Source: an optimization exercise on an open RTL-to-GDS flow (aim: small area). Production flows keep margins and buffers that such runs may drop. In this exercise RTL edits were held to simulation tests only and were not proved equivalent to the original. No driver is modelled on the clock port, so clocking that relies on it looks cheaper here than on a real chip.

pepper:
==> flow/design.v <==
`timescale 1ns / 1ps
module TOP_FIR(clk, rst, data_in, data_out);
input clk, rst;
input [15:0] data_in;
output [15:0] data_out;
reg [15:0] data_out;
reg [15:0] d [0:34];
reg [5:0] cnt;                 
reg f18, f19, f34, f35;        
reg [7:0] nlo;                 
reg [7:0] nhi;                 
reg [7:0] ylo;                 
reg cn7, kn8, cy7, ky8;        
integer i;
always @(posedge clk) begin
	d[0] <= data_in;
	for (i = 1; i < 35; i = i + 1)
		d[i] <= d[i-1];
end
always @(posedge clk) begin
	if (rst) begin
		cnt <= 6'd0;
		f18 <= 1'b0;
		f19 <= 1'b0;
		f34 <= 1'b0;
		f35 <= 1'b0;
	end else begin
		if (cnt != 6'd33)
			cnt <= cnt + 6'd1;
		f18 <= (cnt >= 6'd17);
		f19 <= f18;
		f34 <= (cnt == 6'd33);
		f35 <= f34;
	end
end
wire [15:0] a_h = d[18] & {16{f19}};    
wire [15:0] b_h = d[34] & {16{f35}};    
wire [15:0] a_l = d[17] & {16{f18}};    
wire [15:0] b_l = d[33] & {16{f34}};    
genvar g;
wire [7:0] nl_p = nlo ^ b_l[7:0] ^ ~a_l[7:0];
wire [7:0] nl_c = (nlo & b_l[7:0]) | (nlo & ~a_l[7:0]) | (b_l[7:0] & ~a_l[7:0]);
wire [7:0] nl_q = {nl_c[6:0], 1'b1};
wire [8:0] nl_k;
wire [7:0] nl_s;
assign nl_k[0] = 1'b0;
generate for (g = 0; g < 8; g = g + 1) begin : nl_add
	assign nl_s[g] = nl_p[g] ^ nl_q[g] ^ nl_k[g];
	assign nl_k[g+1] = (nl_p[g] & nl_q[g]) | (nl_p[g] & nl_k[g]) | (nl_q[g] & nl_k[g]);
end endgenerate
wire [7:0] nh_p = nhi ^ b_h[15:8] ^ ~a_h[15:8];
wire [7:0] nh_c = (nhi & b_h[15:8]) | (nhi & ~a_h[15:8]) | (b_h[15:8] & ~a_h[15:8]);
wire [7:0] nh_q = {nh_c[6:0], cn7};
wire [8:0] nh_k;
wire [7:0] nh_s;
assign nh_k[0] = kn8;
generate for (g = 0; g < 8; g = g + 1) begin : nh_add
	assign nh_s[g] = nh_p[g] ^ nh_q[g] ^ nh_k[g];
	assign nh_k[g+1] = (nh_p[g] & nh_q[g]) | (nh_p[g] & nh_k[g]) | (nh_q[g] & nh_k[g]);
end endgenerate
wire [7:0] al16 = {a_l[3:0], 4'b0000};
wire [7:0] yl_p = ylo ^ al16 ^ nlo;
wire [7:0] yl_c = (ylo & al16) | (ylo & nlo) | (al16 & nlo);
wire [7:0] yl_q = {yl_c[6:0], 1'b0};
wire [8:0] yl_k;
wire [7:0] yl_s;
assign yl_k[0] = 1'b0;
generate for (g = 0; g < 8; g = g + 1) begin : yl_add
	assign yl_s[g] = yl_p[g] ^ yl_q[g] ^ yl_k[g];
	assign yl_k[g+1] = (yl_p[g] & yl_q[g]) | (yl_p[g] & yl_k[g]) | (yl_q[g] & yl_k[g]);
end endgenerate
wire [7:0] ah16 = a_h[11:4];
wire [7:0] yh_p = data_out[15:8] ^ ah16 ^ nhi;
wire [7:0] yh_c = (data_out[15:8] & ah16) | (data_out[15:8] & nhi) | (ah16 & nhi);
wire [7:0] yh_q = {yh_c[6:0], cy7};
wire [8:0] yh_k;
wire [7:0] yh_s;
assign yh_k[0] = ky8;
generate for (g = 0; g < 8; g = g + 1) begin : yh_add
	assign yh_s[g] = yh_p[g] ^ yh_q[g] ^ yh_k[g];
	assign yh_k[g+1] = (yh_p[g] & yh_q[g]) | (yh_p[g] & yh_k[g]) | (yh_q[g] & yh_k[g]);
end endgenerate
always @(posedge clk) begin
	if (rst) begin
		nlo <= 8'd0;
		nhi <= 8'd0;
		ylo <= 8'd0;
		data_out <= 16'd0;
		cn7 <= 1'b0;
		kn8 <= 1'b1;
		cy7 <= 1'b0;
		ky8 <= 1'b0;
	end else begin
		nlo <= nl_s;
		nhi <= nh_s;
		ylo <= yl_s;
		data_out <= {yh_s, ylo};
		cn7 <= nl_c[7];
		kn8 <= nl_k[8];
		cy7 <= yl_c[7];
		ky8 <= yl_k[8];
	end
end
endmodule
export LEC_CHECK = 0
export CAP_MARGIN = 20
export CORE_MARGIN = 2
export CORE_UTILIZATION = 40
export SLEW_MARGIN = 20
create_clock -name core_clock -period 5.0 [get_ports {clk}]
standard.sh (not shown) runs the stock make flow with config.mk's settings and CLKGATE_MAP_FILE= SYNTH_SCRIPT=/design/flow/synth_recipe.tcl, a recipe that flattens the netlist after the stock synthesis.
==> flow/flow/run.sh <==
#!/bin/bash
# The standard layout with three changes:
#  - after synthesis, flow/polopt.py re-chooses the polarity of the full-adder
#    cells to drop inverters (the netlist stays logically the same, registers untouched);
#  - clock tree synthesis adds no dummy loads and clusters up to 35 sinks per buffer;
#  - port buffers are buf_1.
set -e
W=$PWD
R=$W/orfs/results/sky130hd/TOP_FIR/base
export CTS_ARGS="-sink_clustering_enable -repair_clock_nets -dont_use_dummy_load -buf_list sky130_fd_sc_hd__clkbuf_16 -sink_clustering_size 35 -sink_clustering_max_diameter 200"
export BUFFER_PORTS_ARGS="-buffer_cell sky130_fd_sc_hd__buf_1"
bash standard.sh $R/1_2_yosys.v > standard_synth.log 2>&1
cp $R/1_2_yosys.v $W/1_2_yosys_orig.v
python3 $W/flow/polopt.py $W/1_2_yosys_orig.v $R/1_2_yosys.v > polopt.log 2>&1
bash standard.sh > standard.log 2>&1
Other scripts of this flow, unchanged in this note and not shown: flow/flow/polopt.py
pepper reached the end of the flow, and the finished layout is clean on the timing, design-rule and antenna checks.
Edits applied to the flow inputs when going from pepper to lagoon:
diff --git a/flow/flow/run.sh b/flow/flow/run.sh
--- a/flow/flow/run.sh
+++ b/flow/flow/run.sh
@@ -9,3 +9,3 @@
 R=$W/orfs/results/sky130hd/TOP_FIR/base
-export CTS_ARGS="-sink_clustering_enable -repair_clock_nets -dont_use_dummy_load -buf_list sky130_fd_sc_hd__clkbuf_16 -sink_clustering_size 35 -sink_clustering_max_diameter 200"
+export CTS_ARGS="-sink_clustering_enable -repair_clock_nets -dont_use_dummy_load -buf_list sky130_fd_sc_hd__clkbuf_16 -sink_clustering_size 40 -sink_clustering_max_diameter 60"
 export BUFFER_PORTS_ARGS="-buffer_cell sky130_fd_sc_hd__buf_1"
==> summary.txt <==
- lagoon finished all stages; the layout is clean.
- pepper -> lagoon: met2 routed wirelength increased by a few percent
- In the flow results for lagoon and pepper, the fraction of standard cell area that is sequential is larger on pepper.
- Against pepper, final area in lagoon rose by a few percent.
- The lower wire length reported by the detailed router came out of pepper.
diff inputs: lagoon => nickel
diff --git a/flow/flow/run.sh b/flow/flow/run.sh
--- a/flow/flow/run.sh
+++ b/flow/flow/run.sh
@@ -9,3 +9,3 @@
 R=$W/orfs/results/sky130hd/TOP_FIR/base
-export CTS_ARGS="-sink_clustering_enable -repair_clock_nets -dont_use_dummy_load -buf_list sky130_fd_sc_hd__clkbuf_16 -sink_clustering_size 40 -sink_clustering_max_diameter 60"
+export CTS_ARGS="-sink_clustering_enable -repair_clock_nets -dont_use_dummy_load -buf_list sky130_fd_sc_hd__clkbuf_8 -sink_clustering_size 20 -sink_clustering_max_diameter 60"
 export BUFFER_PORTS_ARGS="-buffer_cell sky130_fd_sc_hd__buf_1"
==> comparison <==
Going from lagoon to nickel, the initial DRC count was found to have gone up by about 33%.
Changes observed in nickel relative to lagoon: fraction of area in multi-input gates rose 0.28 points, max-slew headroom at the worst pin rose 0.21 points, non-clock buffer share of cell area about even.
lagoon -> nickel: DRC violation count after routing delta 0, exact match

what the ideal ports hide:
The results above use ideal ports. As a check the final layouts listed here were re-extracted and re-timed, cells and wires unchanged.
Step 1: set_driving_cell puts a clkbuf_16 on clk and a buf_2 on each other input, an assumption about the parent block.
Step 2, shift: input delay + t, output delay - t, t = (earliest + latest rising clock arrival at the registers) / 2. This alone moves slack from input paths to output paths.
Three values: ideal, step 1, step 2; two values: the first two.
run | shift t [ns] | setup slack, ns | worst setup path after step 2 | cell pins on the clock port's net
pepper | 0.561 | 0.434 / 0.434 / 0.434 | register to register | 1
lagoon | 0.553 | 0.441 / 0.441 / 0.441 | register to register | 1
nickel | 0.585 | 0.486 / 0.486 / 0.486 | register to register | 1
After both steps setup and hold are still met in every run listed.
